This design comes from an exercise in tuning for small area on the open sky130 flow, not from production work.
The RTL was checked by simulation tests, not by an equivalence proof against the original design.
Power figures rest on the tool's default switching activity, not on a simulated workload.

`run.sh`:
```
#!/bin/bash
# synth_recipe.tcl (not shown) runs the flow's synth.tcl, then flattens the netlist and writes it again
# the make line also repeats each setting of config.mk as NAME=value (left out here)
make -C /OpenROAD-flow-scripts/flow DESIGN_CONFIG=/design/flow/config.mk WORK_HOME=/design/flow/orfs CLKGATE_MAP_FILE= SYNTH_SCRIPT=/design/flow/synth_recipe.tcl finish
```
`config.mk`:
```
export PLATFORM = sky130hd
export DESIGN_NAME = Top_Student
export DESIGN_NICKNAME = Top_Student
export VERILOG_FILES = /design/flow/design.v
export SDC_FILE = /design/flow/constraint.sdc
export NUM_CORES = 4
export LEC_CHECK = 0
export ABC_AREA = 1
export CAP_MARGIN = 20
export CORE_MARGIN = 2
export CORE_UTILIZATION = 45
export CTS_CLUSTER_SIZE = 30
export PLACE_DENSITY = 0.6
export SLEW_MARGIN = 20
export SYNTH_MEMORY_MAX_BITS = 32768
```
`constraint.sdc`:
```
create_clock -name core_clock -period 12.0 [get_ports {clk}]
set_input_delay 2.4000 -clock core_clock [delete_from_list [all_inputs] [get_ports {clk}]]
set_output_delay 2.4000 -clock core_clock [all_outputs]
set_load 0.01 [all_outputs]
```
`design.v`:
```
module glyph_rom (
    input      [5:0] code,
    input      [2:0] row,
    output reg [7:0] data
);
    always @(*) begin
        case ({code, row})
            9'd0: data = 8'h7C;
            9'd1: data = 8'hC6;
            9'd2: data = 8'hCE;
            9'd3: data = 8'hDE;
            9'd4: data = 8'hF6;
            9'd5: data = 8'hE6;
            9'd6: data = 8'h7C;
            9'd8: data = 8'h30;
            9'd9: data = 8'h70;
            9'd10: data = 8'h30;
            9'd11: data = 8'h30;
            9'd12: data = 8'h30;
            9'd13: data = 8'h30;
            9'd14: data = 8'hFC;
            9'd16: data = 8'h78;
            9'd17: data = 8'hCC;
            9'd18: data = 8'h0C;
            9'd19: data = 8'h38;
            9'd20: data = 8'h60;
            9'd21: data = 8'hCC;
            9'd22: data = 8'hFC;
            9'd24: data = 8'h78;
            9'd25: data = 8'hCC;
            9'd26: data = 8'h0C;
            9'd27: data = 8'h38;
            9'd28: data = 8'h0C;
            9'd29: data = 8'hCC;
            9'd30: data = 8'h78;
            9'd32: data = 8'h1C;
            9'd33: data = 8'h3C;
            9'd34: data = 8'h6C;
            9'd35: data = 8'hCC;
            9'd36: data = 8'hFE;
            9'd37: data = 8'h0C;
            9'd38: data = 8'h1E;
            9'd40: data = 8'hFC;
            9'd41: data = 8'hC0;
            9'd42: data = 8'hF8;
            9'd43: data = 8'h0C;
            9'd44: data = 8'h0C;
            9'd45: data = 8'hCC;
            9'd46: data = 8'h78;
            9'd48: data = 8'h38;
            9'd49: data = 8'h60;
            9'd50: data = 8'hC0;
            9'd51: data = 8'hF8;
            9'd52: data = 8'hCC;
            9'd53: data = 8'hCC;
            9'd54: data = 8'h78;
            9'd56: data = 8'hFC;
            9'd57: data = 8'hCC;
            9'd58: data = 8'h0C;
            9'd59: data = 8'h18;
            9'd60: data = 8'h30;
            9'd61: data = 8'h30;
            9'd62: data = 8'h30;
            9'd64: data = 8'h78;
            9'd65: data = 8'hCC;
            9'd66: data = 8'hCC;
            9'd67: data = 8'h78;
            9'd68: data = 8'hCC;
            9'd69: data = 8'hCC;
            9'd70: data = 8'h78;
            9'd72: data = 8'h78;
            9'd73: data = 8'hCC;
            9'd74: data = 8'hCC;
            9'd75: data = 8'h7C;
            9'd76: data = 8'h0C;
            9'd77: data = 8'h18;
            9'd78: data = 8'h70;
            9'd80: data = 8'h30;
            9'd81: data = 8'h30;
            9'd82: data = 8'hFC;
            9'd83: data = 8'h30;
            9'd84: data = 8'h30;
            9'd88: data = 8'hFC;
            9'd96: data = 8'h66;
            9'd97: data = 8'h3C;
            9'd98: data = 8'hFF;
            9'd99: data = 8'h3C;
            9'd100: data = 8'h66;
            9'd104: data = 8'h06;
            9'd105: data = 8'h0C;
            9'd106: data = 8'h18;
            9'd107: data = 8'h30;
            9'd108: data = 8'h60;
            9'd109: data = 8'hC0;
            9'd110: data = 8'h80;
            9'd112: data = 8'h10;
            9'd113: data = 8'h38;
            9'd114: data = 8'h6C;
            9'd115: data = 8'hC6;
            9'd120: data = 8'h7C;
            9'd121: data = 8'hC0;
            9'd122: data = 8'h78;
            9'd123: data = 8'h0C;
            9'd124: data = 8'hF8;
            9'd128: data = 8'h78;
            9'd129: data = 8'hCC;
            9'd130: data = 8'hC0;
            9'd131: data = 8'hCC;
            9'd132: data = 8'h78;
            9'd136: data = 8'h20;
            9'd137: data = 8'h60;
            9'd138: data = 8'hF8;
            9'd139: data = 8'h60;
            9'd140: data = 8'h60;
            9'd141: data = 8'h68;
            9'd142: data = 8'h30;
            9'd144: data = 8'hE0;
            9'd145: data = 8'h60;
            9'd146: data = 8'h60;
            9'd147: data = 8'h60;
            9'd148: data = 8'h60;
            9'd149: data = 8'h60;
            9'd150: data = 8'hF0;
            9'd152: data = 8'h0F;
            9'd153: data = 8'h0C;
            9'd154: data = 8'h0C;
            9'd155: data = 8'h0C;
            9'd156: data = 8'hEC;
            9'd157: data = 8'h6C;
            9'd158: data = 8'h3C;
            9'd159: data = 8'h1C;
            9'd160: data = 8'hFE;
            9'd161: data = 8'h6C;
            9'd162: data = 8'h6C;
            9'd163: data = 8'h6C;
            9'd164: data = 8'h6C;
            9'd165: data = 8'h6C;
            9'd168: data = 8'h78;
            9'd169: data = 8'hCC;
            9'd170: data = 8'hFC;
            9'd171: data = 8'hC0;
            9'd172: data = 8'h78;
            9'd176: data = 8'hC0;
            9'd177: data = 8'hC0;
            9'd184: data = 8'hF8;
            9'd185: data = 8'hCC;
            9'd186: data = 8'hCC;
            9'd187: data = 8'hCC;
            9'd188: data = 8'hCC;
            9'd192: data = 8'h3C;
            9'd193: data = 8'h66;
            9'd194: data = 8'hC0;
            9'd195: data = 8'hC0;
            9'd196: data = 8'hC0;
            9'd197: data = 8'h66;
            9'd198: data = 8'h3C;
            9'd200: data = 8'h30;
            9'd201: data = 8'h60;
            9'd202: data = 8'hC0;
            9'd203: data = 8'hC0;
            9'd204: data = 8'hC0;
            9'd205: data = 8'h60;
            9'd206: data = 8'h30;
            9'd208: data = 8'hC0;
            9'd209: data = 8'h60;
            9'd210: data = 8'h30;
            9'd211: data = 8'h30;
            9'd212: data = 8'h30;
            9'd213: data = 8'h60;
            9'd214: data = 8'hC0;
            9'd216: data = 8'hF8;
            9'd217: data = 8'h6C;
            9'd218: data = 8'h66;
            9'd219: data = 8'h66;
            9'd220: data = 8'h66;
            9'd221: data = 8'h6C;
            9'd222: data = 8'hF8;
            9'd224: data = 8'h60;
            9'd225: data = 8'hF0;
            9'd226: data = 8'hF0;
            9'd227: data = 8'h60;
            9'd228: data = 8'h60;
            9'd230: data = 8'h60;
            9'd232: data = 8'h60;
            9'd234: data = 8'hE0;
            9'd235: data = 8'h60;
            9'd236: data = 8'h60;
            9'd237: data = 8'h60;
            9'd238: data = 8'hF0;
            9'd240: data = 8'h78;
            9'd241: data = 8'hCC;
            9'd242: data = 8'hCC;
            9'd243: data = 8'hCC;
            9'd244: data = 8'h78;
            9'd248: data = 8'h78;
            9'd249: data = 8'h0C;
            9'd250: data = 8'h7C;
            9'd251: data = 8'hCC;
            9'd252: data = 8'h76;
            9'd256: data = 8'hFC;
            9'd259: data = 8'hFC;
            9'd264: data = 8'hFE;
            9'd265: data = 8'h62;
            9'd266: data = 8'h68;
            9'd267: data = 8'h78;
            9'd268: data = 8'h68;
            9'd269: data = 8'h62;
            9'd270: data = 8'hFE;
            9'd272: data = 8'h30;
            9'd273: data = 8'h78;
            9'd274: data = 8'hCC;
            9'd275: data = 8'hCC;
            9'd276: data = 8'hFC;
            9'd277: data = 8'hCC;
            9'd278: data = 8'hCC;
            9'd280: data = 8'hF0;
            9'd281: data = 8'h60;
            9'd282: data = 8'h60;
            9'd283: data = 8'h60;
            9'd284: data = 8'h62;
            9'd285: data = 8'h66;
            9'd286: data = 8'hFE;
            9'd288: data = 8'hCC;
            9'd289: data = 8'hCC;
            9'd290: data = 8'hCC;
            9'd291: data = 8'hCC;
            9'd292: data = 8'hCC;
            9'd293: data = 8'hCC;
            9'd294: data = 8'hFC;
            9'd296: data = 8'hFC;
            9'd297: data = 8'hB4;
            9'd298: data = 8'h30;
            9'd299: data = 8'h30;
            9'd300: data = 8'h30;
            9'd301: data = 8'h30;
            9'd302: data = 8'h78;
            9'd304: data = 8'h38;
            9'd305: data = 8'h6C;
            9'd306: data = 8'hC6;
            9'd307: data = 8'hC6;
            9'd308: data = 8'hC6;
            9'd309: data = 8'h6C;
            9'd310: data = 8'h38;
            9'd312: data = 8'hFC;
            9'd313: data = 8'h66;
            9'd314: data = 8'h66;
            9'd315: data = 8'h7C;
            9'd316: data = 8'h6C;
            9'd317: data = 8'h66;
            9'd318: data = 8'hE6;
            9'd320: data = 8'h3C;
            9'd321: data = 8'h66;
            9'd322: data = 8'hC0;
            9'd323: data = 8'hC0;
            9'd324: data = 8'hCE;
            9'd325: data = 8'h66;
            9'd326: data = 8'h3E;
            9'd328: data = 8'hFC;
            9'd329: data = 8'h66;
            9'd330: data = 8'h66;
            9'd331: data = 8'h7C;
            9'd332: data = 8'h60;
            9'd333: data = 8'h60;
            9'd334: data = 8'hF0;
            9'd336: data = 8'hCC;
            9'd337: data = 8'hCC;
            9'd338: data = 8'hCC;
            9'd339: data = 8'hFC;
            9'd340: data = 8'hCC;
            9'd341: data = 8'hCC;
            9'd342: data = 8'hCC;
            9'd344: data = 8'h80;
            9'd345: data = 8'hE0;
            9'd346: data = 8'hF8;
            9'd347: data = 8'hFE;
            9'd348: data = 8'hF8;
            9'd349: data = 8'hE0;
            9'd350: data = 8'h80;
            default: data = 8'h00;
        endcase
    end
endmodule
`timescale 1ns / 1ps
module Top_Student (
    input clk,
    input [4:0] btn,
    input [15:0] sw,
    output [7:0] JB,
    output VGA_Hsync,
    output VGA_Vsync,
    output [11:0] VGA_RGB,
    output [13:0] led,
    output [7:0] seg,
    output [3:0] an,
    output reg [1:0] current_main_mode
);
    wire reset = ~sw[15];
    localparam [5:0] CH_EQ = 6'd32, CH_E = 6'd33, CH_A = 6'd34, CH_L = 6'd35,
                     CH_U = 6'd36, CH_T = 6'd37, CH_O = 6'd38, CH_R = 6'd39,
                     CH_G = 6'd40, CH_P = 6'd41, CH_H = 6'd42, CH_ARROW = 6'd43,
                     CH_BLANK = 6'd63;
    reg [1:0] ph;
    reg [9:0] hc, vc;
    reg       hs_r, vs_r;
    always @(posedge clk or posedge reset) begin
        if (reset) begin
            ph   <= 2'd0;
            hc   <= 10'd0;
            vc   <= 10'd0;
            hs_r <= 1'b0;
            vs_r <= 1'b0;
        end else begin
            ph <= ph + 2'd1;
            if (ph == 2'd0) begin
                if (hc == 10'd799) begin
                    hc <= 10'd0;
                    vc <= (vc == 10'd524) ? 10'd0 : vc + 10'd1;
                end else begin
                    hc <= hc + 10'd1;
                end
            end
            hs_r <= (hc >= 10'd656) && (hc <= 10'd751);
            vs_r <= (vc >= 10'd513) && (vc <= 10'd514);
        end
    end
    wire ph0 = (ph == 2'd0);
    wire ph1 = (ph == 2'd1);
    wire ph2 = (ph == 2'd2);
    wire ph3 = (ph == 2'd3);
    assign VGA_Hsync = hs_r;
    assign VGA_Vsync = vs_r;
    wire video_on = (hc < 10'd640) && (vc < 10'd480);
    reg [4:0] bsync, bff, bout, bprev;
    reg [9:0] bcnt [0:4];     
    integer i;
    always @(posedge clk) begin
        bprev <= bout;
        if (reset) begin
            bsync <= 5'd0;
            bff   <= 5'd0;
            bout  <= 5'd0;
        end else begin
            bsync <= btn;
            for (i = 0; i < 5; i = i + 1) begin
                bout[i] <= ~bff[i] & bsync[i];
                if (~bff[i] & bsync[i]) begin
                    bff[i]  <= 1'b1;
                    bcnt[i] <= 10'd1;
                end else if (bff[i] & ~bsync[i]) begin
                    if (bcnt[i] != 10'd982)
                        bcnt[i] <= {bcnt[i][8:0], bcnt[i][9] ^ bcnt[i][6]};
                    else
                        bff[i] <= 1'b0;
                end
            end
        end
    end
    reg req, tgt, sel, sel_d;
    wire welcome = (current_main_mode == 2'b01);
    always @(posedge clk or posedge reset) begin
        if (reset)
            current_main_mode <= 2'b00;
        else if (current_main_mode == 2'b00)
            current_main_mode <= 2'b01;
        else if (welcome && req)
            current_main_mode <= {1'b1, tgt};
    end
    always @(posedge clk) begin
        sel_d <= sel;
        if (welcome && bout[0])
            tgt <= sel;
        if (reset) begin
            req <= 1'b0;
            sel <= 1'b0;
        end else begin
            req <= welcome & (req | bout[0]);
            if (welcome) begin
                if (bout[4])
                    sel <= 1'b1;
                else if (bout[1])
                    sel <= 1'b0;
            end
        end
    end
    reg [19:0] blink;
    reg        vis;
    always @(posedge clk) begin
        if (reset) begin
            blink <= 20'd1;
            vis   <= 1'b1;
        end else if (blink == 20'd564798) begin
            blink <= 20'd1;
            vis   <= 1'b1;
        end else begin
            blink <= {blink[18:0], blink[19] ^ blink[16]};
            if (blink == 20'd964510)
                vis <= 1'b0;
        end
    end
    reg       kpage;
    reg [1:0] srow;
    reg [2:0] scol;
    reg [4:0] klen;
    reg [4:0] kcode;
    reg       kvalid;
    reg [4:0] kbuf [0:9];
    wire       en = current_main_mode[1];
    wire [4:0] pr = en ? bprev : 5'd0;    
    reg [4:0] kc;
    always @(*) begin
        kc = 5'd0;
        if (!kpage) begin
            case ({srow, scol})
                5'b00_000: kc = 5'd7;
                5'b00_001: kc = 5'd8;
                5'b00_010: kc = 5'd9;
                5'b00_011: kc = 5'd13;
                5'b00_100: kc = 5'd24;
                5'b01_000: kc = 5'd4;
                5'b01_001: kc = 5'd5;
                5'b01_010: kc = 5'd6;
                5'b01_011: kc = 5'd12;
                5'b01_100: kc = 5'd27;
                5'b10_000: kc = 5'd1;
                5'b10_001: kc = 5'd2;
                5'b10_010: kc = 5'd3;
                5'b10_011: kc = 5'd11;
                5'b10_100: kc = 5'd10;
                5'b11_000: kc = 5'd0;
                5'b11_001: kc = 5'd22;
                5'b11_010: kc = 5'd14;
                5'b11_011: kc = 5'd19;
                5'b11_100: kc = 5'd23;
                default:   kc = 5'd0;
            endcase
        end else begin
            case ({srow, scol[1:0]})
                4'b00_00: kc = 5'd15;
                4'b00_01: kc = 5'd16;
                4'b00_10: kc = 5'd17;
                4'b01_00: kc = 5'd25;
                4'b01_01: kc = 5'd26;
                4'b01_10: kc = 5'd28;
                4'b10_00: kc = 5'd18;
                4'b10_01: kc = 5'd20;
                4'b10_10: kc = 5'd21;
                default:  kc = 5'd0;
            endcase
        end
    end
    function [1:0] nchars;           
        input [4:0] k;
        nchars = (k == 5'd15 || k == 5'd16 || k == 5'd17) ? 2'd2 :
                 (k == 5'd18) ? 2'd1 : 2'd0;
    endfunction
    function [4:0] char1;
        input [4:0] k;
        char1 = (k == 5'd15) ? 5'd29 : (k == 5'd16) ? 5'd30 :
                (k == 5'd17) ? 5'd31 : 5'd23;
    endfunction
    function [4:0] char2;
        input [4:0] k;
        char2 = (k == 5'd16) ? 5'd15 : 5'd23;
    endfunction
    function [19:0] lanes;
        input [4:0] k;
        input [1:0] b;
        reg [4:0] s0, s1, s2;
        begin
            s0 = k; s1 = char1(k); s2 = char2(k);
            case (b)
                2'd0: lanes = {5'd0, s2, s1, s0};
                2'd1: lanes = {s2, s1, s0, 5'd0};
                2'd2: lanes = {s1, s0, 5'd0, s2};
                default: lanes = {s0, 5'd0, s2, s1};
            endcase
        end
    endfunction
    wire [1:0] kn = nchars(kc);
    wire k_is_op = (kc == 5'd10) || (kc == 5'd11) || (kc == 5'd12) || (kc == 5'd13);
    wire k_ctrl = (kc == 5'd23) || (kc == 5'd24) || (kc == 5'd27) || k_is_op;
    wire k_fits = (kn == 2'd2) ? (klen < 5'd29) : (kn == 2'd1) ? (klen < 5'd30) : (klen < 5'd31);
    wire centre = pr[0] & ~pr[1] & ~pr[2] & ~pr[3] & ~pr[4];
    wire k_op_wr = centre & k_is_op & (klen != 5'd0);
    wire k_app = centre & ~k_ctrl & k_fits;
    wire [4:0] kbase = k_is_op ? 5'd0 : klen;
    wire [1:0] kwn = k_is_op ? 2'd0 : kn;
    wire [19:0] klanes = lanes(kc, kbase[1:0]);
    always @(posedge clk) begin
        if (k_op_wr | k_app) begin
            for (i = 0; i < 10; i = i + 1) begin
                if ((kbase == i) || (kwn != 2'd0 && kbase + 5'd1 == i) ||
                    (kwn == 2'd2 && kbase + 5'd2 == i))
                    kbuf[i] <= klanes[(i % 4) * 5 +: 5];
            end
        end
    end
    always @(posedge clk) begin
        if (reset) begin
            kpage  <= 1'b0;
            srow   <= 2'd0;
            scol   <= 3'd0;
            klen   <= 5'd0;
            kcode  <= 5'd0;
            kvalid <= 1'b0;
        end else begin
            kvalid <= 1'b0;
            if (pr[1]) begin                                   
                if (srow != 2'd0) srow <= srow - 2'd1;
            end else if (pr[4]) begin                          
                if (!kpage) begin
                    if (srow != 2'd3) srow <= srow + 2'd1;
                end else begin
                    if (srow < 2'd2) srow <= srow + 2'd1;
                end
            end else if (pr[2]) begin                          
                if (scol == 3'd0 && kpage) begin
                    kpage <= 1'b0;
                    srow  <= 2'd0;
                    scol  <= 3'd4;
                end else if (scol != 3'd0) begin
                    scol <= scol - 3'd1;
                end
            end else if (pr[3]) begin                          
                if (!kpage) begin
                    if (scol == 3'd4) begin
                        kpage <= 1'b1;
                        srow  <= 2'd0;
                        scol  <= 3'd0;
                    end else begin
                        scol <= scol + 3'd1;
                    end
                end else begin
                    if (scol < 3'd2) scol <= scol + 3'd1;
                end
            end else if (pr[0]) begin                          
                kvalid <= 1'b1;
                kcode  <= kc;
                if (kc == 5'd24)
                    klen <= 5'd0;
                else if (kc == 5'd27) begin
                    if (klen != 5'd0) klen <= klen - 5'd1;
                end else if (k_is_op) begin
                    if (klen != 5'd0) klen <= 5'd1;
                end else if (kc == 5'd23)
                    klen <= 5'd0;
                else if (k_fits)
                    klen <= klen + {3'd0, kn} + 5'd1;
            end
        end
    end
    reg       kv_d;                  
    reg [6:0] len;
    reg       complete;
    wire [1:0] kn_s = nchars(kcode);
    wire       s_fits = (kn_s == 2'd2) ? (len < 7'd62) : (kn_s == 2'd1) ? (len < 7'd63) : (len < 7'd64);
    wire       s_ctrl = (kcode == 5'd23) || (kcode == 5'd24) || (kcode == 5'd27);
    wire       s_app = kv_d & ~s_ctrl & s_fits;
    reg [5:0] rr;
    reg [4:0] ring [0:63];
    reg       pv;
    reg [5:0] pbase;
    reg [4:0] pk;
    reg [1:0] pn;
    reg [7:0] plife;
    always @(posedge clk) begin
        if (reset) begin
            pv <= 1'b0;
        end else if (s_app) begin
            pv    <= 1'b1;
            pbase <= len[5:0];
            pk    <= kcode;
            pn    <= kn_s;
            plife <= 8'd0;
        end else if (pv) begin
            plife <= plife + 8'd1;
            if (plife == 8'd255)
                pv <= 1'b0;
        end
    end
    function [4:0] pchar;
        input [4:0] k;
        input [1:0] o;
        pchar = (o == 2'd0) ? k : (o == 2'd1) ? char1(k) : char2(k);
    endfunction
    wire [5:0] w_off = ~rr - pbase;                     
    wire       ring_wr = pv && (w_off <= {4'd0, pn});
    always @(posedge clk) begin
        rr <= rr + 6'd1;
        for (i = 63; i > 0; i = i - 1)
            ring[i] <= ring[i - 1];
        ring[0] <= ring_wr ? pchar(pk, w_off[1:0]) : ring[63];
    end
    wire [9:0] tx = hc - 10'd69;
    wire [5:0] ci = tx[8:3];
    wire [5:0] cn = ci + 6'd1;
    wire       cap = (~rr[4:0] == cn[4:0]);
    wire [4:0] capv = (~rr[5] == cn[5]) ? ring[63] : ring[31];
    reg  [4:0] nxt, cur;
    always @(posedge clk) begin
        if (cap)
            nxt <= capv;
        if (ph0 && tx[2:0] == 3'd7)
            cur <= cap ? capv : nxt;
    end
    wire [5:0] r_off = ci - pbase;
    wire [4:0] sval = (pv && r_off <= {4'd0, pn}) ? pchar(pk, r_off[1:0]) : cur;
    always @(posedge clk) begin
        if (reset) begin
            kv_d     <= 1'b0;
            len      <= 7'd0;
            complete <= 1'b0;
        end else begin
            kv_d <= kvalid;
            if (kv_d) begin
                if (kcode == 5'd24) begin
                    len      <= 7'd0;
                    complete <= 1'b0;
                end else if (kcode == 5'd27) begin
                    if (len != 7'd0) len <= len - 7'd1;
                    complete <= 1'b0;
                end else if (kcode == 5'd23) begin
                    complete <= 1'b1;
                end else if (s_fits) begin
                    len      <= len + {5'd0, kn_s} + 7'd1;
                    complete <= 1'b0;
                end
            end
        end
    end
    assign led = {current_main_mode, len[6:1], kvalid, kcode};
    assign seg = 8'b11111111;
    assign an  = 4'b1111;
    reg [4:0] st;
    reg [5:0] cnt;
    reg [9:0] dly;           
    reg       pix;
    reg [3:0] flo;           
    reg [6:0] fx, fy;
    reg       obit;          
    wire fbegin  = (flo == 4'd0) && (fx == 7'd0) && (fy == 7'd0);
    wire sending = (st == 5'd31);
    wire [4:0] nst = (st == 5'd30) ? (fbegin ? 5'd31 : 5'd30) :
                     (st == 5'd31) ? ((fx == 7'd95 && fy == 7'd63) ? 5'd27 : 5'd31) :
                     st + 5'd1;
    reg [5:0] nbits;
    reg [9:0] ndly;
    always @(*) begin
        case (nst)
            5'd1, 5'd2:  begin nbits = 6'd0;  ndly = 10'd658;  end
            5'd4, 5'd8, 5'd23:
                         begin nbits = 6'd8;  ndly = 10'd838;  end
            5'd24:       begin nbits = 6'd40; ndly = 10'd838;  end
            5'd25:       begin nbits = 6'd0;  ndly = 10'd1005; end
            5'd26:       begin nbits = 6'd8;  ndly = 10'd1;    end
            5'd27:       begin nbits = 6'd0;  ndly = 10'd838;  end
            5'd28, 5'd29:begin nbits = 6'd24; ndly = 10'd838;  end
            5'd30:       begin nbits = 6'd0;  ndly = 10'd652;  end
            5'd31:       begin nbits = 6'd16; ndly = 10'd652;  end
            5'd0:        begin nbits = 6'd0;  ndly = 10'd1005; end
            default:     begin nbits = 6'd16; ndly = 10'd838;  end
        endcase
    end
    always @(posedge clk) begin
        if (reset) begin
            st  <= 5'd0;
            cnt <= 6'd0;
            dly <= 10'd652;
            flo <= 4'd0;
            fx  <= 7'd0;
            fy  <= 7'd0;
        end else if (ph3) begin
            if (fy == 7'd67 && fx == 7'd78 && flo == 4'd5) begin
                flo <= 4'd0;
                fx  <= 7'd0;
                fy  <= 7'd0;
            end else begin
                flo <= flo + 4'd1;
                if (flo == 4'd15) begin
                    if (fx == 7'd95) begin
                        fx <= 7'd0;
                        fy <= fy + 7'd1;
                    end else begin
                        fx <= fx + 7'd1;
                    end
                end
            end
            if (cnt > 6'd1) begin
                cnt <= cnt - 6'd1;
            end else if (dly != 10'd652) begin
                cnt <= 6'd0;
                dly <= {dly[8:0], dly[9] ^ dly[6]};
            end else begin
                st  <= nst;
                cnt <= nbits;
                dly <= ndly;
            end
        end
    end
    always @(posedge clk) begin
        if (ph3 && cnt <= 6'd1 && dly == 10'd652)
            pix <= current_main_mode[1] & obit;
    end
    reg [39:0] word;
    always @(*) begin
        case (st)
            5'd3:  word = 40'hFD12;
            5'd4:  word = 40'hAE;
            5'd5:  word = 40'hA072;
            5'd6:  word = 40'hA100;
            5'd7:  word = 40'hA200;
            5'd8:  word = 40'hA4;
            5'd9:  word = 40'hA83F;
            5'd10: word = 40'hAD8E;
            5'd11: word = 40'hB00B;
            5'd12: word = 40'hB131;
            5'd13: word = 40'hB3F0;
            5'd14: word = 40'h8A64;
            5'd15: word = 40'h8B78;
            5'd16: word = 40'h8C64;
            5'd17: word = 40'hBB3A;
            5'd18: word = 40'hBE3E;
            5'd19: word = 40'h8706;
            5'd20: word = 40'h8191;
            5'd21: word = 40'h8250;
            5'd22: word = 40'h837D;
            5'd23: word = 40'h25;
            5'd24: word = 40'h2500005F3F;
            5'd26: word = 40'hAF;
            5'd28: word = 40'h15005F;
            5'd29: word = 40'h75003F;
            5'd31: word = {40{pix}};
            default: word = 40'h0;
        endcase
    end
    wire [5:0] bitn = cnt - 6'd1;
    wire busy = (cnt != 6'd0);
    assign JB[0] = ~busy;
    assign JB[1] = busy & word[bitn];
    assign JB[2] = 1'b0;
    assign JB[3] = ph[1] | ~busy;
    assign JB[4] = sending;
    assign JB[5] = (st != 5'd1);
    assign JB[6] = (st >= 5'd25);
    oled_power_enable oled_power_enable_inst (
        .reset(reset),
        .pmoden(JB[7])
    );
    wire [6:0] ox = sending ? fx : 7'd0;
    wire [5:0] oy = sending ? fy[5:0] : 6'd0;
    reg       d_in_input, d_in_kp, d_cursor, d_selcell;
    reg [3:0] d_idx;
    reg [2:0] d_fcol, d_frow;
    reg [5:0] d_label;
    reg [1:0] d_r;
    reg [2:0] d_c;
    reg [2:0] d_bx;
    reg [5:0] d_by;
    reg [6:0] d_x0;
    reg [4:0] d_w;
    reg [6:0] d_dx;
    reg [5:0] d_dy;
    always @(*) begin
        d_in_input = 1'b0;
        d_in_kp    = 1'b0;
        d_cursor   = 1'b0;
        d_idx      = 4'd0;
        d_fcol     = 3'd0;
        d_frow     = 3'd0;
        d_label    = CH_BLANK;
        d_r        = 2'd0;
        d_c        = 3'd0;
        d_x0       = 7'd0;
        d_w        = 5'd0;
        d_by       = 6'd0;
        d_dx       = 7'd0;
        d_dy       = 6'd0;
        if (oy <= 6'd7) begin
            d_frow = oy[2:0];
            if      (ox >= 7'd2  && ox <= 7'd9)  begin d_idx = 4'd0; d_x0 = 7'd2;  d_in_input = 1'b1; end
            else if (ox >= 7'd11 && ox <= 7'd18) begin d_idx = 4'd1; d_x0 = 7'd11; d_in_input = 1'b1; end
            else if (ox >= 7'd20 && ox <= 7'd27) begin d_idx = 4'd2; d_x0 = 7'd20; d_in_input = 1'b1; end
            else if (ox >= 7'd29 && ox <= 7'd36) begin d_idx = 4'd3; d_x0 = 7'd29; d_in_input = 1'b1; end
            else if (ox >= 7'd38 && ox <= 7'd45) begin d_idx = 4'd4; d_x0 = 7'd38; d_in_input = 1'b1; end
            else if (ox >= 7'd47 && ox <= 7'd54) begin d_idx = 4'd5; d_x0 = 7'd47; d_in_input = 1'b1; end
            else if (ox >= 7'd56 && ox <= 7'd63) begin d_idx = 4'd6; d_x0 = 7'd56; d_in_input = 1'b1; end
            else if (ox >= 7'd65 && ox <= 7'd72) begin d_idx = 4'd7; d_x0 = 7'd65; d_in_input = 1'b1; end
            else if (ox >= 7'd74 && ox <= 7'd81) begin d_idx = 4'd8; d_x0 = 7'd74; d_in_input = 1'b1; end
            else if (ox >= 7'd83 && ox <= 7'd90) begin d_idx = 4'd9; d_x0 = 7'd83; d_in_input = 1'b1; end
            d_dx = ox - d_x0;
            d_fcol = d_dx[2:0];
            d_in_input = d_in_input && ({1'b0, d_idx} < klen);
            d_cursor = vis && ({2'b00, ox} == {4'd0, klen} * 9 + 9'd2);
        end else if (oy >= 6'd12) begin
            if (!kpage) begin
                if (ox < 7'd95) begin
                    if      (oy < 6'd25) begin d_r = 2'd0; d_by = 6'd14; end
                    else if (oy < 6'd38) begin d_r = 2'd1; d_by = 6'd27; end
                    else if (oy < 6'd51) begin d_r = 2'd2; d_by = 6'd40; end
                    else                 begin d_r = 2'd3; d_by = 6'd53; end
                    if      (ox < 7'd19) begin d_c = 3'd0; d_x0 = 7'd5;  end
                    else if (ox < 7'd38) begin d_c = 3'd1; d_x0 = 7'd24; end
                    else if (ox < 7'd57) begin d_c = 3'd2; d_x0 = 7'd43; end
                    else if (ox < 7'd76) begin d_c = 3'd3; d_x0 = 7'd62; end
                    else                 begin d_c = 3'd4; d_x0 = 7'd81; end
                    d_dx = ox - d_x0;
                    d_dy = oy - d_by;
                    if (ox >= d_x0 && d_dx < 7'd8 && oy >= d_by && d_dy < 6'd8) begin
                        d_in_kp = 1'b1;
                        d_fcol  = d_dx[2:0];
                        d_frow  = d_dy[2:0];
                    end
                    case ({d_r, d_c})
                        5'b00_000: d_label = 6'd7;
                        5'b00_001: d_label = 6'd8;
                        5'b00_010: d_label = 6'd9;
                        5'b00_011: d_label = 6'd13;
                        5'b00_100: d_label = 6'd24;
                        5'b01_000: d_label = 6'd4;
                        5'b01_001: d_label = 6'd5;
                        5'b01_010: d_label = 6'd6;
                        5'b01_011: d_label = 6'd12;
                        5'b01_100: d_label = 6'd27;
                        5'b10_000: d_label = 6'd1;
                        5'b10_001: d_label = 6'd2;
                        5'b10_010: d_label = 6'd3;
                        5'b10_011: d_label = 6'd11;
                        5'b10_100: d_label = 6'd10;
                        5'b11_000: d_label = 6'd0;
                        5'b11_001: d_label = 6'd22;
                        5'b11_010: d_label = 6'd14;
                        5'b11_011: d_label = 6'd19;
                        5'b11_100: d_label = CH_EQ;
                        default:   d_label = CH_BLANK;
                    endcase
                end
            end else begin
                if      (oy < 6'd29) begin d_r = 2'd0; d_by = 6'd16; end
                else if (oy < 6'd46) begin d_r = 2'd1; d_by = 6'd33; end
                else                 begin d_r = 2'd2; d_by = 6'd50; end
                if      (ox < 7'd32) d_c = 3'd0;
                else if (ox < 7'd64) d_c = 3'd1;
                else                 d_c = 3'd2;
                case ({d_r, d_c[1:0]})
                    4'b00_00, 4'b00_01, 4'b00_10: d_w = 5'd24;
                    4'b10_00:                     d_w = 5'd16;
                    default:                      d_w = 5'd8;
                endcase
                d_x0 = {d_c[1:0], 5'd0} + ((d_w == 5'd24) ? 7'd4 : (d_w == 5'd16) ? 7'd8 : 7'd12);
                d_dx = ox - d_x0;
                d_dy = oy - d_by;
                if (ox >= d_x0 && d_dx < {2'b00, d_w} && oy >= d_by && d_dy < 6'd8) begin
                    d_in_kp = 1'b1;
                    d_fcol  = d_dx[2:0];
                    d_frow  = d_dy[2:0];
                end
                case ({d_r, d_c[1:0], d_dx[4:3]})
                    6'b00_00_00: d_label = 6'd15;
                    6'b00_00_01: d_label = 6'd29;
                    6'b00_00_10: d_label = 6'd23;
                    6'b00_01_00: d_label = 6'd16;
                    6'b00_01_01: d_label = 6'd30;
                    6'b00_01_10: d_label = 6'd15;
                    6'b00_10_00: d_label = 6'd17;
                    6'b00_10_01: d_label = 6'd31;
                    6'b00_10_10: d_label = 6'd23;
                    6'b01_00_00: d_label = 6'd25;
                    6'b01_01_00: d_label = 6'd26;
                    6'b01_10_00: d_label = 6'd28;
                    6'b10_00_00: d_label = 6'd18;
                    6'b10_00_01: d_label = 6'd23;
                    6'b10_01_00: d_label = 6'd20;
                    6'b10_10_00: d_label = 6'd21;
                    default:     d_label = CH_BLANK;
                endcase
            end
        end
        d_selcell = d_in_kp && (d_r == srow) && (d_c == scol);
    end
    reg       a_buf;
    reg [5:0] a_code;
    reg [2:0] a_row;
    always @(posedge clk) begin
        if (ph1) begin
            a_buf  <= d_in_input;
            a_code <= d_in_input ? {2'b00, d_idx} : d_in_kp ? d_label : CH_BLANK;
            a_row  <= d_frow;
        end else if (ph2 && a_buf) begin
            a_code <= {1'b0, kbuf[a_code[3:0]]};
        end
    end
    wire       t_before_len = (tx[9:3] < len);
    wire [5:0] calc_code = t_before_len ? {1'b0, sval} : CH_BLANK;
    wire [2:0] calc_row = vc[2:0] - 3'd1;
    wire yb1 = (vc >= 10'd208) && (vc < 10'd216);
    wire yb2 = (vc >= 10'd224) && (vc < 10'd232);
    wire yb3 = (vc >= 10'd272) && (vc < 10'd280);
    wire yb4 = (vc >= 10'd308) && (vc < 10'd316);
    wire wr1 = yb1 && (hc >= 10'd296) && (hc < 10'd344);
    wire wr2 = yb2 && (hc >= 10'd280) && (hc < 10'd360);
    wire wa3 = yb3 && (hc >= 10'd272) && (hc < 10'd280);
    wire wr3 = yb3 && (hc >= 10'd280) && (hc < 10'd360);
    wire wa4 = yb4 && (hc >= 10'd284) && (hc < 10'd292);
    wire wr4 = yb4 && (hc >= 10'd292) && (hc < 10'd348);
    wire wtext = wr1 | wr2 | wr3 | wr4;
    wire wreg_s  = wtext | (~sel & wa3)   | (sel & wa4);
    wire wreg_sd = wtext | (~sel_d & wa3) | (sel_d & wa4);
    wire [9:0] w1x = hc - 10'd296;
    wire [9:0] w2x = hc - 10'd280;
    wire [9:0] w4x = hc - 10'd292;
    reg [5:0] wel_code;
    always @(*) begin
        wel_code = CH_BLANK;
        if (wr1) begin
            case (w1x[5:3])
                3'd0, 3'd1: wel_code = CH_E;
                3'd2, 3'd4: wel_code = 6'd2;
                3'd3:       wel_code = 6'd0;
                default:    wel_code = 6'd6;
            endcase
        end else if (wr2 | wr3) begin
            case (w2x[6:3])
                4'd0, 4'd3: wel_code = 6'd24;
                4'd1, 4'd6: wel_code = CH_A;
                4'd2, 4'd5: wel_code = CH_L;
                4'd4:       wel_code = CH_U;
                4'd7:       wel_code = CH_T;
                4'd8:       wel_code = CH_O;
                default:    wel_code = CH_R;
            endcase
        end else if ((~sel & wa3) | (sel & wa4)) begin
            wel_code = CH_ARROW;
        end else if (wr4) begin
            case (w4x[5:3])
                3'd0:       wel_code = CH_G;
                3'd1, 3'd6: wel_code = CH_R;
                3'd2:       wel_code = CH_A;
                3'd3:       wel_code = CH_P;
                3'd4:       wel_code = CH_H;
                default:    wel_code = CH_E;
            endcase
        end
    end
    wire [2:0] wel_row = yb4 ? (vc[2:0] ^ 3'd4) : vc[2:0];
    wire [2:0] wcol_next = (hc[2:0] + 3'd1) ^ (yb4 ? 3'd4 : 3'd0);
    wire [2:0] wel_bit = 3'd0 - wcol_next;
    wire [5:0] r_code = ph1 ? calc_code : ph2 ? wel_code : a_code;
    wire [2:0] r_row  = ph1 ? calc_row  : ph2 ? wel_row  : a_row;
    wire [2:0] r_bit  = ph1 ? (3'd7 - tx[2:0]) : ph2 ? wel_bit : (3'd7 - d_fcol);
    wire [7:0] r_data;
    glyph_rom glyph_rom_inst (
        .code(r_code),
        .row(r_row),
        .data(r_data)
    );
    wire r_pix = r_data[r_bit];
    reg t_pix;         
    reg w_pix, w_pix0;
    always @(posedge clk) begin
        if (ph1) t_pix <= r_pix;
        if (ph2) begin
            w_pix  <= r_pix;
            w_pix0 <= r_data[0];
        end
        if (ph3) obit <= d_cursor | (d_in_input & r_pix) | (d_in_kp & (d_selcell ^ r_pix));
    end
    reg w_on;
    always @(posedge clk)
        w_on <= wreg_s & (wreg_sd ? w_pix : w_pix0);
    localparam [2:0] C_BLACK = 3'd0, C_WHITE = 3'd1, C_RED = 3'd2,
                     C_GREEN = 3'd3, C_GRAY = 3'd4, C_LBLUE = 3'd5;
    wire rows_txt = (vc >= 10'd41) && (vc < 10'd49);
    wire render   = rows_txt && t_before_len;
    wire cur_here = vis && complete && rows_txt && (tx[2:0] == 3'd0) && (tx[9:3] == len);
    wire in_xbox  = (hc >= 10'd61) && (hc <= 10'd581);
    wire in_box   = in_xbox && (vc >= 10'd25) && (vc <= 10'd65);
    wire border   = (vc == 10'd25) || (vc == 10'd65) || (hc == 10'd61) || (hc == 10'd581);
    wire in_graph = in_xbox && (vc >= 10'd75) && (vc <= 10'd470);
    reg [2:0] col_next;
    always @(*) begin
        case (current_main_mode)
            2'b00: col_next = C_BLACK;
            2'b01: col_next = w_on ? C_WHITE : C_BLACK;
            2'b10: col_next = render ? (t_pix ? C_WHITE : C_BLACK) :
                              cur_here ? (len[6] ? C_RED : C_GREEN) :
                              in_box ? (border ? C_WHITE : C_BLACK) : C_GRAY;
            default: col_next = render ? (t_pix ? C_WHITE : C_BLACK) :
                                in_box ? (border ? C_WHITE : C_BLACK) :
                                in_graph ? C_LBLUE : C_GRAY;
        endcase
    end
    reg [2:0] col1;
    always @(posedge clk) begin
        if (reset) col1 <= C_BLACK;
        else col1 <= col_next;
    end
    reg [2:0] col2;
    always @(posedge clk or posedge reset) begin
        if (reset) col2 <= C_BLACK;
        else if (ph0) col2 <= col1;
    end
    reg [11:0] rgb;
    always @(*) begin
        case (col2)
            C_WHITE: rgb = 12'hFFF;
            C_RED:   rgb = 12'hF00;
            C_GREEN: rgb = 12'h0F0;
            C_GRAY:  rgb = 12'h888;
            C_LBLUE: rgb = 12'hCCF;
            default: rgb = 12'h000;
        endcase
    end
    assign VGA_RGB = video_on ? rgb : 12'h000;
endmodule
module oled_power_enable (
    input  reset,
    output pmoden
);
    assign pmoden = !reset;
endmodule
```
==> flow_metrics.env, run 1 <==
export IMPL_die_h_um=264.6
export IMPL_min_period_ns=7.561
export IMPL_layout_setup_ws_ns=4.439
export IMPL_nNetsFinal=4031
export IMPL_nFillCells=6501
export IMPL_cap_violations=0
export IMPL_final_hold_viol_count=0
export IMPL_postSynthCellCount=3849
export IMPL_clk_pin_slew_ns=0.07
export IMPL_switching_power_uw=1116
export IMPL_cts_buffer_depth=3
export IMPL_skew_ns=0.05052
export IMPL_p_seq_share_pct=48.0
export IMPL_drt_iter0_drc=2052
export IMPL_clockPowerShare_pct=44.2
export IMPL_ys_seq_area_share_pct=45.47
export IMPL_antenna_found_initial=0
export IMPL_outcome="finished clean"
export IMPL_async_reset_ff_share_pct=4.708
export IMPL_dp_worst_setup_slack_ns=4.525
export IMPL_io_buffers=43
export IMPL_drtAntennaViolNets=0
export IMPL_finalCritPeriodShare_pct=63.01
export IMPL_cpMostUsedCell="nand2_1"
export IMPL_grt_pass1_wl_um=124300
export IMPL_r2r_start="hc[0]"
export IMPL_grt_max_degree=58
export IMPL_regToRegSetupSlack_ns=4.44
export IMPL_grt_pass1_vias=23510
export IMPL_cts_resized=0
export IMPL_startpoint_type="register"
export IMPL_finalSetupViolCount=0
export IMPL_power_share_switching_pct=24.28
export IMPL_die_area_mm2=0.07002
export IMPL_ys_warnings_count=5
export IMPL_initial_core_util_pct=45.51
export IMPL_cp_data_required_time_ns=12.38
export IMPL_multi_input_comb_area_mm2=0.01387
export IMPL_clock_latency_ns=0.65
export IMPL_rsz0062_at_grt="false"
export IMPL_slowest_stage="nand2_2"
export IMPL_postCtsSetupRepairBufs=0
export IMPL_combPwrFrac_pct=7.9
export IMPL_endpoint_kind="register"
export IMPL_fmax_mhz=132.3
export IMPL_syn_to_final_growth_pct=10.14
export IMPL_p_per_area_mw_per_mm2=136.5
export IMPL_clkSinkCount=616
export IMPL_ys_ff_latch=616
export IMPL_routedWlPerCell_um=16.16
export IMPL_worstHoldStart="ring[60][4]"
export IMPL_drive_above_1_share_pct=6.680
export IMPL_tightestPinTransition_ns=1.037
export IMPL_core_mm2=0.06716
export IMPL_ios=72
export IMPL_routed_wl_um=77240
export IMPL_overflow=0
export IMPL_ys_types=73
export IMPL_peakVddDrop_uv=138.6
export IMPL_routed_via_density=5.278
export IMPL_r2r_cells=37
export IMPL_holdWs_ns=0.3026
export IMPL_cp_max_fo=50
export IMPL_drtPass1Iterations=8
export IMPL_num_vias=25240
export IMPL_worstSetupPathType="reg2reg"
export IMPL_max_stage_delay_ns=0.79
export IMPL_tns_ns=0
export IMPL_hold_buffers=0
export IMPL_die_w_um=264.6
export IMPL_layout_commonest_cell="nand2_1"
export IMPL_max_slew_margin_rel_pct=30.22
export IMPL_synthFlopType="dfxtp_1"
export IMPL_drc=0
export IMPL_timing_rr_end="obit"
export IMPL_hold_end="ring[61][4]"
export IMPL_cts_made_buffers=61
export IMPL_hp_class="reg2reg"
export IMPL_cts_tree="done"
export IMPL_p_int_uw=3481
export IMPL_clock_root_buffer="clkbuf_16"
export IMPL_grtUsageTotal_pct=21.80
export IMPL_seqCellArea_mm2=0.01390
export IMPL_syn_area_per_cell_um2=7.941
export IMPL_rows=95
export IMPL_htreeDepth=2
export IMPL_slew_viol_final=0
export IMPL_hpwl_um=56380
export IMPL_syn_area_mm2=0.03057
export IMPL_cp_arrival_ns=7.94
export IMPL_globalplace_congestion=0.9712
export IMPL_mostFrequentLayoutCells="825 x nand2_1, 504 x inv_1, 445 x dfxtp_1"
export IMPL_power_leakage_uw=0.01458
export IMPL_hold_depth=0
export IMPL_synth_edff_count=142
==> synth_stat cells (7+ instances only) <==
cell type	n	area, um^2
buf_6	14	157.7
nand3b_1	9	67.56
fa_1	9	180.2
dfxtp_1	445	8909
inv_1	504	1892
or2_2	9	56.30
a221oi_1	9	78.83
nand3_1	261	1306
o221ai_1	11	96.34
a211oi_1	24	180.2
a31oi_1	32	200.2
buf_4	46	345.3
nor2_4	12	135.1
nand2_1	825	3097
nor3_1	73	365.4
o21ai_2	7	61.31
nor2_2	22	137.6
nor4_1	32	200.2
edfxtp_1	142	4264
o2111ai_1	15	131.4
clkbuf_1	42	157.7
a21oi_1	170	850.8
nor2_1	410	1539
o21ai_0	169	845.8
o211ai_1	29	217.7
ha_1	146	1827
buf_2	17	85.08
o21a_1	9	67.56
o22ai_1	26	162.7
nand4_1	61	381.6
dfrtp_1	29	725.7
o21ai_1	17	85.08
xnor2_1	11	96.34
xor2_1	59	516.8
inv_2	31	116.4
nand2_2	23	143.9
nand3_2	8	80.08
==> power groups by stage <==
stage / Combinational [uW] / Sequential [uW] / Clock, uW
after floorplan: 265 / 2230 / 0
after global placement: 355 / 2250 / 0
after detailed placement: 357 / 2250 / 0
after CTS: 360 / 2200 / 2090
after global routing: 411 / 2210 / 2170
final: 362 / 2210 / 2030
==> cells by family (layout without fill, tap and decap cells) <==
family,Yosys count,after routing,share of synthesized area (%)
xor gates and xnor gates,70,70,2.006
and+or+nand+nor,1764,1764,25.24
other,2,14,0.02457
buffers and inverters,668,715,9.288
AOI/OAI and AO/OA,574,574,11.40
DFF,616,616,45.47
adders and majority gates,155,155,6.566
==> through the flow <==
step | utilization [%] | power (uW) | area, um^2 | std cells
6_report | 50.13 | 4597 | 33660 | 4781
5_1_grt | 50.12 | 4787 | 33660 | 4780
4_1_cts | 50.12 | 4653 | 33660 | 4780
3_5_place_dp | 46.80 | 2607 | 31430 | 4664
3_3_place_gp | 46.80 | 2605 | 31430 | 4664
2_1_floorplan | - | 2493 | 30610 | 3860
==> flip-flops by register name, indices dropped and copies added (netlist names), 8 cells and up <==
register,cells
bcnt,50
blink,20
dly,10
hc,10
kbuf,50
plife,8
ring,320
vc,10
==> how the worst max path moves through the flow <==
stage / slack [ns] / end / startpoint
after floorplan: 6.91 / JB[1] / cnt[0]
after global placement: 4.56 / obit / hc[0]
after detailed placement: 4.52 / obit / hc[0]
after CTS: 4.53 / obit / hc[0]
after global routing: 3.87 / obit / hc[0]
final: 4.44 / obit / hc[0]
==> routing by layer <==
layer | wire, um | track usage (%) | up-vias | part of all wire, %
met2 | 33830 | 34.37 | 800 | 44
li1 | - | - | 12640 | -
met1 | 36750 | 31.34 | 11640 | 48
met5 | 0 | 0 | - | 0
met3 | 4371 | 2.239 | 157 | 5.7
met4 | 2284 | 7.110 | 0 | 3.0
==> cell type report <==
| type | count | area share, % |
|---|---|---|
| clock buffers | 81 | 5.345 |
| well taps | 873 | 3.245 |
| repair buffers | 54 | 1.516 |
| inverters | 545 | 6.106 |
| multi-input cells | 2576 | 41.21 |
| flip-flops and latches | 616 | 41.28 |
| clock inverters | 35 | 1.282 |
| diodes | 1 | 0.007433 |
==> critical path, delay by kind of cell (launching register included) <==
kind                     cells  cell delay (ns)
AND/OR/NAND/NOR             26             3.87
adder cells (fa/ha/maj)      3             1.24
buffers and inverters        6             1.02
flip-flops                   1             0.50
XOR/XNOR                     1             0.50
AO/OA/AOI/OAI                1             0.14
==> inputs of run 2 (changes only) <==
==> config.mk (replaced) <==
export PLATFORM = sky130hd
export DESIGN_NAME = Top_Student
export DESIGN_NICKNAME = Top_Student
export VERILOG_FILES = /design/flow/design.v
export SDC_FILE = /design/flow/constraint.sdc
export NUM_CORES = 4
export LEC_CHECK = 0
export CAP_MARGIN = 20
export CORE_MARGIN = 2
export CORE_UTILIZATION = 30
export PLACE_DENSITY = 0.4
export SLEW_MARGIN = 20
export SYNTH_MEMORY_MAX_BITS = 32768
==> run 2 against run 1 <==
Sequential share of layout area fell by 0.53 points; combinational power fell by 17%; non-clock buffer count rose by 38; critical path depth fell by 11; worst setup slack got worse by 0.95 ns; first-iteration DRC count fell by 11%; wire length rose by 19%; core utilization fell by 16 points; hold slack improved by 0.0031 ns; clock power rose by 7%; clock skew fell by 0.0062 ns.
==> flow_metrics.env, run 2 <==
export IMPL_core_mm2=0.1000
export IMPL_drc=0
export IMPL_max_slew_margin_rel_pct=25.55
export IMPL_grt_pass1_wl_um=143200
export IMPL_ys_types=113
export IMPL_min_period_ns=8.514
export IMPL_routed_wl_um=92040
export IMPL_r2r_start="hc[3]"
export IMPL_fin_area_mm2=0.03410
export IMPL_fmax_mhz=117.4
export IMPL_antenna_found_initial=2
export IMPL_drt_iter0_drc=1824
export IMPL_nFillCells=10160
export IMPL_cp_max_fo=27
export IMPL_placed_area_mm2=0.03172
export IMPL_holdWs_ns=0.3058
export IMPL_seqCellArea_mm2=0.01390
export IMPL_ys_ff_latch=616
export IMPL_clkSinkCount=616
export IMPL_worstSetupPathType="reg2reg"
export IMPL_worstHoldStart="ring[57][1]"
export IMPL_globalplace_congestion=0.9279
export IMPL_grtUsageTotal_pct=17.55
export IMPL_peakVddDrop_uv=84.66
export IMPL_die_w_um=321.4
export IMPL_hpwl_um=64620
export IMPL_routedWlPerCell_um=20.04
export IMPL_cap_violations=0
export IMPL_syn_area_mm2=0.03023
export IMPL_die_area_mm2=0.1033
export IMPL_postSynthCellCount=3269
export IMPL_synth_top_cell_by_area="dfxtp_1"
export IMPL_mostFrequentLayoutCells="445 x dfxtp_1, 283 x nor2_1, 269 x nand2_1"
export IMPL_tns_ns=0
export IMPL_synth_top_area_share_pct=29.47
export IMPL_drtAntennaViolNets=0
export IMPL_stdcell_count=4592
export IMPL_slew_viol_final=0
export IMPL_dp_cells=4460
export IMPL_drtPass1Iterations=6
export IMPL_regMostFlops="ring"
export IMPL_clock_root_buffer="clkbuf_16"
export IMPL_syn_to_final_growth_pct=12.81
export IMPL_rsz0062_at_grt="false"
export IMPL_cts_buffer_depth=3
export IMPL_power_leakage_uw=0.01254
export IMPL_grt_max_degree=43
export IMPL_grt_pass1_vias=24230
export IMPL_syn_area_per_cell_um2=9.247
export IMPL_largestRegisters="ring x320, bcnt x50, kbuf x50"
export IMPL_final_hold_viol_count=0
export IMPL_power_total_uw=4658
export IMPL_htreeDepth=3
export IMPL_synthFlopType="dfxtp_1"
export IMPL_ios=72
export IMPL_cts_made_buffers=71
export IMPL_multi_input_comb_area_mm2=0.01484
export IMPL_drive_above_1_share_pct=7.078
export IMPL_ys_seq_area_share_pct=45.98
export IMPL_yosys_top_cells_count="445 x dfxtp_1, 284 x nor2_1, 269 x nand2_1, 215 x a21oi_1, 210 x o21ai_0"
export IMPL_clk_pin_slew_ns=0.06
export IMPL_nNetsFinal=3412
export IMPL_p_per_area_mw_per_mm2=136.6
export IMPL_cts_resized=0
export IMPL_postCtsSetupRepairBufs=0
export IMPL_io_buffers=43
export IMPL_finalSetupViolCount=0
export IMPL_synth_edff_count=142
export IMPL_hold_buffers=0
export IMPL_synth_most_common_cell="dfxtp_1"
export IMPL_hp_class="reg2reg"
export IMPL_startpoint_type="register"
export IMPL_tightestPinTransition_ns=1.109
export IMPL_async_reset_ff_share_pct=4.708
export IMPL_layout_commonest_cell="dfxtp_1"
export IMPL_finalCritPeriodShare_pct=70.95
export IMPL_largest_reg_flops=320
export IMPL_cp_data_required_time_ns=12.35
export IMPL_synthTopCellsByArea="dfxtp_1 29%, edfxtp_1 14%, ha_1 6.0%"
export IMPL_rows=116
export IMPL_skew_ns=0.04434
export IMPL_ys_warnings_count=5
export IMPL_cp_arrival_ns=8.87
export IMPL_outcome="finished clean"
export IMPL_initial_core_util_pct=30.23
export IMPL_clock_latency_ns=0.64
export IMPL_overflow=0
export IMPL_die_h_um=321.4
export IMPL_endpoint_kind="register"
export IMPL_cts_tree="done"
export IMPL_routed_via_density=5.350
export IMPL_num_vias=24570
export IMPL_crit_path_start="hc[3]"
## run 2: layer usage
layer  vias to the layer above  GRT usage, %  share of wire, %  routed length (um)
li1                      11740             -                 -                   -
met1                     11890         23.47                46               42080
met2                       754         28.21                45               41850
met3                       189         3.142               5.5                5019
met4                         0         6.428               3.4                3088
met5                         -             0                 0                   0
## run 2: worst paths after layout
check | to | slack, ns | depth (start not counted)
hold / removal | ring[58][1] | 0.31 | 0
setup reg to reg | obit | 3.49 | 26
min in group asynchronous | vc[2] | 1.68 | 1
hold reg to reg | ring[58][1] | 0.31 | 0
max in group asynchronous | hc[5] | 9.64 | 2
setup / recovery | obit | 3.49 | 26
## run 2: where the power goes
part / switching (uW) / internal (uW)
clock network: 894 / 1270
registers: 29.2 / 2160
logic: 195 / 108
## run 2: kinds of logic after synthesis
kind of cell / synth area share [%]
AOI/OAI and AO/OA: 19.42
buffers and inverters: 5.141
muxes: 1.366
other: 0.02484
adders and majority gates: 6.639
DFF: 45.98
xor gates and xnor gates: 3.084
and+or+nand+nor: 18.35
## run 2: layout make-up
class	count	area share, %
Antenna cell	2	0.01468
Clock buffer	94	5.849
Clock inverter	36	1.112
Inverter	150	1.651
Multi-Input combinational cell	2304	43.52
Sequential cell	616	40.76
Tap cell	1298	4.763
Timing Repair Buffer	92	2.334
## run 2: worst max-delay path: stages (launching register included)
cell and delay, ns:
dfrtp_1 0.79, inv_1 0.40, ha_1 0.33, nand2b_2 0.14
nand2_1 0.08, xnor2_1 0.53, inv_1 0.13, fa_1 0.60
inv_1 0.10, ha_1 0.28, nor2b_1 0.12, o21ai_0 0.22
o2111ai_1 0.34, nor3_2 0.43, o21ai_2 0.07, buf_4 0.25
nand2_1 0.58, buf_4 0.41, o21ai_0 0.22, nor2_1 0.17
o21ai_0 0.09, a2111oi_0 0.38, buf_4 0.21, o211ai_1 0.17
a211oi_4 0.54, xnor2_1 0.14, a221o_1 0.42
## run 2: stage by stage
stage | util [%] | setup WS [ns]
floorplan | - | 5.825
global placement | 31.71 | 3.366
detailed placement | 31.72 | 3.407
CTS | 34.09 | 3.363
global route | 34.09 | 2.751
finish | 34.10 | 3.486

-- static timing again, ports no longer ideal --
The flow's constraints put no driver on any port. The routed layouts listed below were extracted and timed again, unchanged, in two steps.
Step 1, drivers: a clkbuf_16 drives clk and a buf_2 each remaining input, both assumed.
Step 2 adds t to the input delays and takes it off the output delays; t is the mean of the earliest and latest rising clock arrival at the registers after step 1. Input paths then give back, and output paths get back, about the clock's delay inside the block.
Three values: ideal, step 1, step 2; two values: the first two.
run	t, ns	setup slack, ns	latest minus earliest clock arrival (ns)
run 1	0.689	4.439 / 4.439 / 4.439	0.051 / 0.051
run 2	0.682	3.486 / 3.486 / 3.486	0.044 / 0.044
After both steps every run listed still meets setup and hold.
